What follows belongs to an exercise in optimizing a design on an open flow for small area; a production flow would make more cautious choices.
The flow treats the clock pin as an ideal source. Dropping or thinning the clock tree relies on that and would not hold on a real chip.
Power figures rest on the tool's default switching activity, not on a simulated workload.

==> flow/design.v <==
`timescale 1ns / 1ps
module UART_TOP(
    input clk,
    input reset_p,
    input Rx_x,Rx_y,
    input  [15:0] value,
    output [3:0] com,
    output [7:0] seg_7,
    output hsync,
    output vsync,
    output [11:0] rgb);
    reg [13:0] sx;
    wire [13:0] s = sx ^ 14'h3912;
    wire w = s[12] & s[11] & ~s[8] & s[7] & ~s[6] & ~s[5] & ~s[4]
           & s[3] & ~s[2] & ~s[1] & s[0];
    always @(posedge clk or posedge reset_p)
        if (reset_p) sx <= 14'h0;
        else         sx <= {s[12:0], s[13] ^ (s[0] | s[3]) ^ w} ^ 14'h3912;
    wire [7:0] pos_x, pos_y;
    UART_RX rx_x(.clk(clk), .reset_p(reset_p), .Rx(Rx_x), .w(w), .Rx_data(pos_x));
    UART_RX rx_y(.clk(clk), .reset_p(reset_p), .Rx(Rx_y), .w(w), .Rx_data(pos_y));
    reg [16:0] dx;
    reg nfirst;
    wire [16:0] d = dx ^ 17'h1fffe;
    wire first = ~nfirst;
    reg [16:0] d_inc;
    reg cy;
    integer i;
    always @(*) begin
        cy = 1'b1;
        for (i = 0; i < 17; i = i + 1) begin
            d_inc[i] = d[i] ^ cy;
            cy = cy & d[i];
        end
    end
    always @(posedge clk or posedge reset_p)
        if (reset_p) begin
            dx     <= 17'h0;
            nfirst <= 1'b0;
        end else begin
            dx     <= d_inc ^ 17'h1fffe;
            nfirst <= ~(first & ~d[0]);
        end
    wire ev_col = (d[4:0] == 5'd30) & ~first;
    wire ev_com = (&d) & ~first;
    reg [2:0] hm;
    reg [4:0] hq;
    reg [4:0] vr;
    reg [4:0] vq;
    reg box;
    always @(posedge clk or posedge reset_p)
        if (reset_p) begin
            hm <= 0; hq <= 0; vr <= 0; vq <= 0;
        end else if (ev_col) begin
            if (hm != 3'd4) hm <= hm + 3'd1;
            else begin
                hm <= 0;
                if (hq != 5'd19) hq <= hq + 5'd1;
                else begin
                    hq <= 0;
                    if (vq == 5'd17 && vr == 5'd14) begin
                        vq <= 0; vr <= 0;
                    end else if (vr == 5'd29) begin
                        vr <= 0; vq <= vq + 5'd1;
                    end else
                        vr <= vr + 5'd1;
                end
            end
        end
    always @(posedge clk or posedge reset_p)
        if (reset_p) begin
            box <= 0;
        end else begin
            box <= pos_x == {3'd0, hq} && pos_y == {3'd0, vq};
        end
    wire video_on = ~hq[4] & ~vq[4];
    wire col_moved = &d[4:0];
    assign hsync = hq == 5'd17
                 || (hq == 5'd16 && (hm >= 3'd3 || (hm == 3'd2 && !col_moved)))
                 || (hq == 5'd18 && (hm <= 3'd3 || col_moved));
    wire line_moved = col_moved && hm == 3'd0 && hq == 5'd0;
    assign vsync = vq == 5'd17
                 && (vr == 5'd4 || (vr == 5'd3 && !line_moved) || (vr == 5'd5 && line_moved));
    assign rgb = {12{video_on & box}};
    reg [1:0] digit;
    always @(posedge clk or posedge reset_p)
        if (reset_p)     digit <= 0;
        else if (ev_com) digit <= digit + 2'd1;
    assign com = ~(4'b0001 << digit);
    reg [3:0] hex_value;
    always @(posedge clk)
        case (digit)
            2'd0: hex_value <= pos_x[3:0];
            2'd1: hex_value <= pos_x[7:4];
            2'd2: hex_value <= pos_y[3:0];
            2'd3: hex_value <= pos_y[7:4];
        endcase
    decoder_7seg dec_7seg(.hex_value(hex_value), .seg_7(seg_7));
endmodule
module UART_RX(
    input clk, reset_p,
    input Rx,
    input w,
    output reg [7:0] Rx_data);
    reg [3:0] stx;
    wire [3:0] st = stx ^ 4'd8;
    always @(posedge clk or posedge reset_p)
        if (reset_p) stx <= 4'd0;
        else if (w) begin
            case (st)
            4'd0: stx <= 4'd1 ^ 4'd8;
            4'd1: stx <= 4'd3 ^ 4'd8;
            4'd3: stx <= 4'd2 ^ 4'd8;
            4'd2: stx <= 4'd6 ^ 4'd8;
            4'd6: stx <= 4'd7 ^ 4'd8;
            4'd7: stx <= 4'd5 ^ 4'd8;
            4'd5: stx <= 4'd4 ^ 4'd8;
            4'd4: stx <= 4'd12 ^ 4'd8;
            4'd12: stx <= 4'd8 ^ 4'd8;
            default: if (!Rx) stx <= 4'd0 ^ 4'd8;
            endcase
        end
    always @(posedge clk or posedge reset_p)
        if (reset_p) Rx_data <= 0;
        else begin
            if (!w && st == 4'd0) Rx_data[0] <= Rx;
            if (!w && st == 4'd1) Rx_data[1] <= Rx;
            if (!w && st == 4'd3) Rx_data[2] <= Rx;
            if (!w && st == 4'd2) Rx_data[3] <= Rx;
            if (!w && st == 4'd6) Rx_data[4] <= Rx;
            if (!w && st == 4'd7) Rx_data[5] <= Rx;
            if (!w && st == 4'd5) Rx_data[6] <= Rx;
            if (!w && st == 4'd4) Rx_data[7] <= Rx;
        end
endmodule
module decoder_7seg(
    input [3:0] hex_value,
    output [7:0] seg_7);
    wire [127:0] table_7seg = {
        8'b0111_0001, 8'b0110_0001, 8'b1000_0101, 8'b0110_0011,   
        8'b1100_0001, 8'b0000_0101, 8'b0000_1001, 8'b0000_0001,   
        8'b0001_1111, 8'b0100_0001, 8'b0100_1001, 8'b1001_1001,   
        8'b0000_1101, 8'b0010_0101, 8'b1001_1111, 8'b0000_0011};  
    assign seg_7 = table_7seg[hex_value*8 +: 8];
endmodule
export LEC_CHECK = 0
export CAP_MARGIN = 20
export CORE_MARGIN = 2
export CORE_UTILIZATION = 70
export SLEW_MARGIN = 20
create_clock -name core_clock -period 10.0 [get_ports {clk}]
standard.sh (not shown) runs the stock make flow with config.mk's settings and CLKGATE_MAP_FILE= SYNTH_SCRIPT=/design/flow/synth_recipe.tcl, a recipe that flattens the netlist after the stock synthesis.
==> flow/flow/run.sh <==
#!/bin/bash
# Standard ORFS layout, with three changes:
#  - after the standard synthesis, the combinational gates between the
#    flip-flops are re-mapped by ABC for area (flip-flops untouched),
#  - port buffers use the smallest buffer cell,
#  - clock tree synthesis adds no dummy loads, and its tree is then rebuilt
#    with fewer leaf buffers (flow/clock_tree.tcl).
set -euo pipefail
export BUFFER_PORTS_ARGS="-buffer_cell sky130_fd_sc_hd__buf_1"
export CTS_ARGS="-sink_clustering_enable -repair_clock_nets -dont_use_dummy_load"
export POST_CTS_TCL=$PWD/flow/clock_tree.tcl
export CLOCK_PORT_FOR_TREE=clk
bash standard.sh synth > standard_synth.log 2>&1
RES=$PWD/orfs/results/$FLOW_PLATFORM/UART_TOP/base
cp $RES/1_2_yosys.v $PWD/standard_netlist.v
export RESYN_LIB=$FLOW_HOME/platforms/$FLOW_PLATFORM/lib/sky130_fd_sc_hd__tt_025C_1v80.lib
export RESYN_IN=$PWD/standard_netlist.v
export RESYN_OUT=$PWD/resyn_netlist.v
export RESYN_TOP=$FLOW_TOP
export RESYN_ABC=$PWD/flow/resyn.abc
export RESYN_STAT0=$PWD/resyn_stat_before.txt
export RESYN_STAT1=$PWD/resyn_stat_after.txt
export RESYN_DONT_USE="$(sed -n 's/^export DONT_USE_CELLS += *//p; /^ *sky130_fd_sc_hd__/p' $FLOW_HOME/platforms/$FLOW_PLATFORM/config.mk | tr -d '\\' | tr -s ' \n' ' ')"
yosys -c flow/resyn.tcl > resyn.log 2>&1
cp $RESYN_OUT $RES/1_2_yosys.v
rm -f $RES/1_synth.odb $RES/1_synth.sdc
bash standard.sh > standard.log 2>&1
==> flow/flow/clock_tree.tcl <==
# Run after ORFS's CTS (POST_CTS_TCL): replace its clock tree by a smaller
# one of the same kind: the clock port drives one root buffer, which drives
# a few leaf buffers, each driving one group of nearby flip-flops (groups by
# k-means on the flip-flop positions). All flip-flops stay on the same
# two-buffer-deep path, as before.
set nleaf 4
set leaf_master sky130_fd_sc_hd__clkbuf_8
set root_master sky130_fd_sc_hd__clkbuf_8

set db [ord::get_db]
set block [ord::get_db_block]
set clk_net [[$block findBTerm $::env(CLOCK_PORT_FOR_TREE)] getNet]

# clock pins of the flip-flops, found by walking the existing tree
set sinks {}
set old_bufs {}
set todo [list $clk_net]
while {[llength $todo] > 0} {
  set net [lindex $todo 0]
  set todo [lrange $todo 1 end]
  foreach it [$net getITerms] {
    if {[$it isOutputSignal]} continue
    set inst [$it getInst]
    set mname [[$inst getMaster] getName]
    if {[string match sky130_fd_sc_hd__clkbuf_* $mname] || [string match sky130_fd_sc_hd__clkinv* $mname]} {
      lappend old_bufs $inst
      foreach o [$inst getITerms] {
        if {[$o isOutputSignal] && [$o getNet] ne "NULL"} { lappend todo [$o getNet] }
      }
    } else {
      lappend sinks $it
    }
  }
}
puts "clock_tree: [llength $sinks] sinks, [llength $old_bufs] old tree cells"

# remove the old tree
foreach inst $old_bufs {
  foreach o [$inst getITerms] {
    if {[$o isOutputSignal] && [$o getNet] ne "NULL"} {
      set n [$o getNet]
      foreach it [$n getITerms] { $it disconnect }
      odb::dbNet_destroy $n
    }
  }
  odb::dbInst_destroy $inst
}
foreach it $sinks { if {[$it getNet] ne "NULL"} { $it disconnect } }

# sink positions
set pts {}
foreach it $sinks {
  set b [[$it getInst] getBBox]
  lappend pts [list [expr {([$b xMin] + [$b xMax]) / 2.0}] [expr {([$b yMin] + [$b yMax]) / 2.0}]]
}
# k-means, seeded by sorting on angle around the centre
set cx 0; set cy 0
foreach p $pts { set cx [expr {$cx + [lindex $p 0]}]; set cy [expr {$cy + [lindex $p 1]}] }
set n [llength $pts]
set cx [expr {$cx / $n}]; set cy [expr {$cy / $n}]
set cent {}
for {set k 0} {$k < $nleaf} {incr k} {
  set a [expr {2.0 * 3.14159265 * ($k + 0.5) / $nleaf}]
  lappend cent [list [expr {$cx + 20000 * cos($a)}] [expr {$cy + 20000 * sin($a)}]]
}
for {set iter 0} {$iter < 50} {incr iter} {
  set asg {}
  foreach p $pts {
    set best 0; set bd 1e30
    for {set k 0} {$k < $nleaf} {incr k} {
      set c [lindex $cent $k]
      set d [expr {abs([lindex $p 0] - [lindex $c 0]) + abs([lindex $p 1] - [lindex $c 1])}]
      if {$d < $bd} { set bd $d; set best $k }
    }
    lappend asg $best
  }
  set new {}
  for {set k 0} {$k < $nleaf} {incr k} {
    set sx 0; set sy 0; set m 0
    foreach p $pts a $asg { if {$a == $k} { set sx [expr {$sx + [lindex $p 0]}]; set sy [expr {$sy + [lindex $p 1]}]; incr m } }
    if {$m > 0} { lappend new [list [expr {$sx / $m}] [expr {$sy / $m}]] } else { lappend new [lindex $cent $k] }
  }
  set cent $new
}

proc place_at {inst x y} {
  set m [$inst getMaster]
  $inst setLocation [expr {int($x - [$m getWidth] / 2)}] [expr {int($y - [$m getHeight] / 2)}]
  $inst setPlacementStatus PLACED
}

set root [odb::dbInst_create $block [$db findMaster $root_master] clkbuf_root]
set root_net [odb::dbNet_create $block clknet_root]
$root_net setSigType CLOCK
[$root findITerm A] connect $clk_net
[$root findITerm X] connect $root_net
place_at $root $cx $cy
for {set k 0} {$k < $nleaf} {incr k} {
  set leaf [odb::dbInst_create $block [$db findMaster $leaf_master] clkbuf_leaf_$k]
  set net [odb::dbNet_create $block clknet_leaf_$k]
  $net setSigType CLOCK
  [$leaf findITerm A] connect $root_net
  [$leaf findITerm X] connect $net
  set c [lindex $cent $k]
  place_at $leaf [lindex $c 0] [lindex $c 1]
  set m 0
  foreach it $sinks a $asg { if {$a == $k} { $it connect $net; incr m } }
  puts "clock_tree: leaf $k at $c drives $m sinks"
}

detailed_placement
check_placement -verbose
estimate_parasitics -placement
report_clock_skew
report_worst_slack -max
report_worst_slack -min
Other scripts of this flow, unchanged in this note and not shown: flow/flow/resyn.abc, flow/flow/resyn.tcl
Change:
--- a/flow/flow/clock_tree.tcl
+++ b/flow/flow/clock_tree.tcl
@@ -4,5 +4,5 @@
 # k-means on the flip-flop positions). All flip-flops stay on the same
 # two-buffer-deep path, as before.
-set nleaf 4
+set nleaf 5
 set leaf_master sky130_fd_sc_hd__clkbuf_8
 set root_master sky130_fd_sc_hd__clkbuf_8
Fmax goes up slightly.
Total power climbs by a few percent.
Wire length hardly moves.
Setup slack is better by 22 ps.
Synthesized cell count is unchanged.
Die area stays the same.
Via count decreases slightly.
Clock power grows by a little under a tenth.
No functional check of the RTL was part of any run of this note. In every run of this note, the design's own scripts or RTL, not TritonCTS, make the clock network.

static timing again, ports no longer ideal:
Ports are ideal in the flow. The routed layouts listed here were re-timed in OpenROAD.
Step 1: set_driving_cell puts a clkbuf_16 on clk and a buf_2 on each other input, an assumption about the parent block.
Step 2 also shifts input and output timing later by t, the mid clock arrival at the registers, as if the neighbouring blocks saw the same clock.
Three values: ideal, step 1, step 2; two values: the first two.
run	shift t [ns]	slack for setup (ns)	worst register clock-pin slew, ns	worst data-port slew with drivers (ns)
the first run	0.357	5.289 / 5.262 / 5.464	0.12 / 0.12	0.03
the second run	0.354	5.310 / 5.283 / 5.451	0.10 / 0.10	0.03
After both steps every run listed still meets setup and hold.
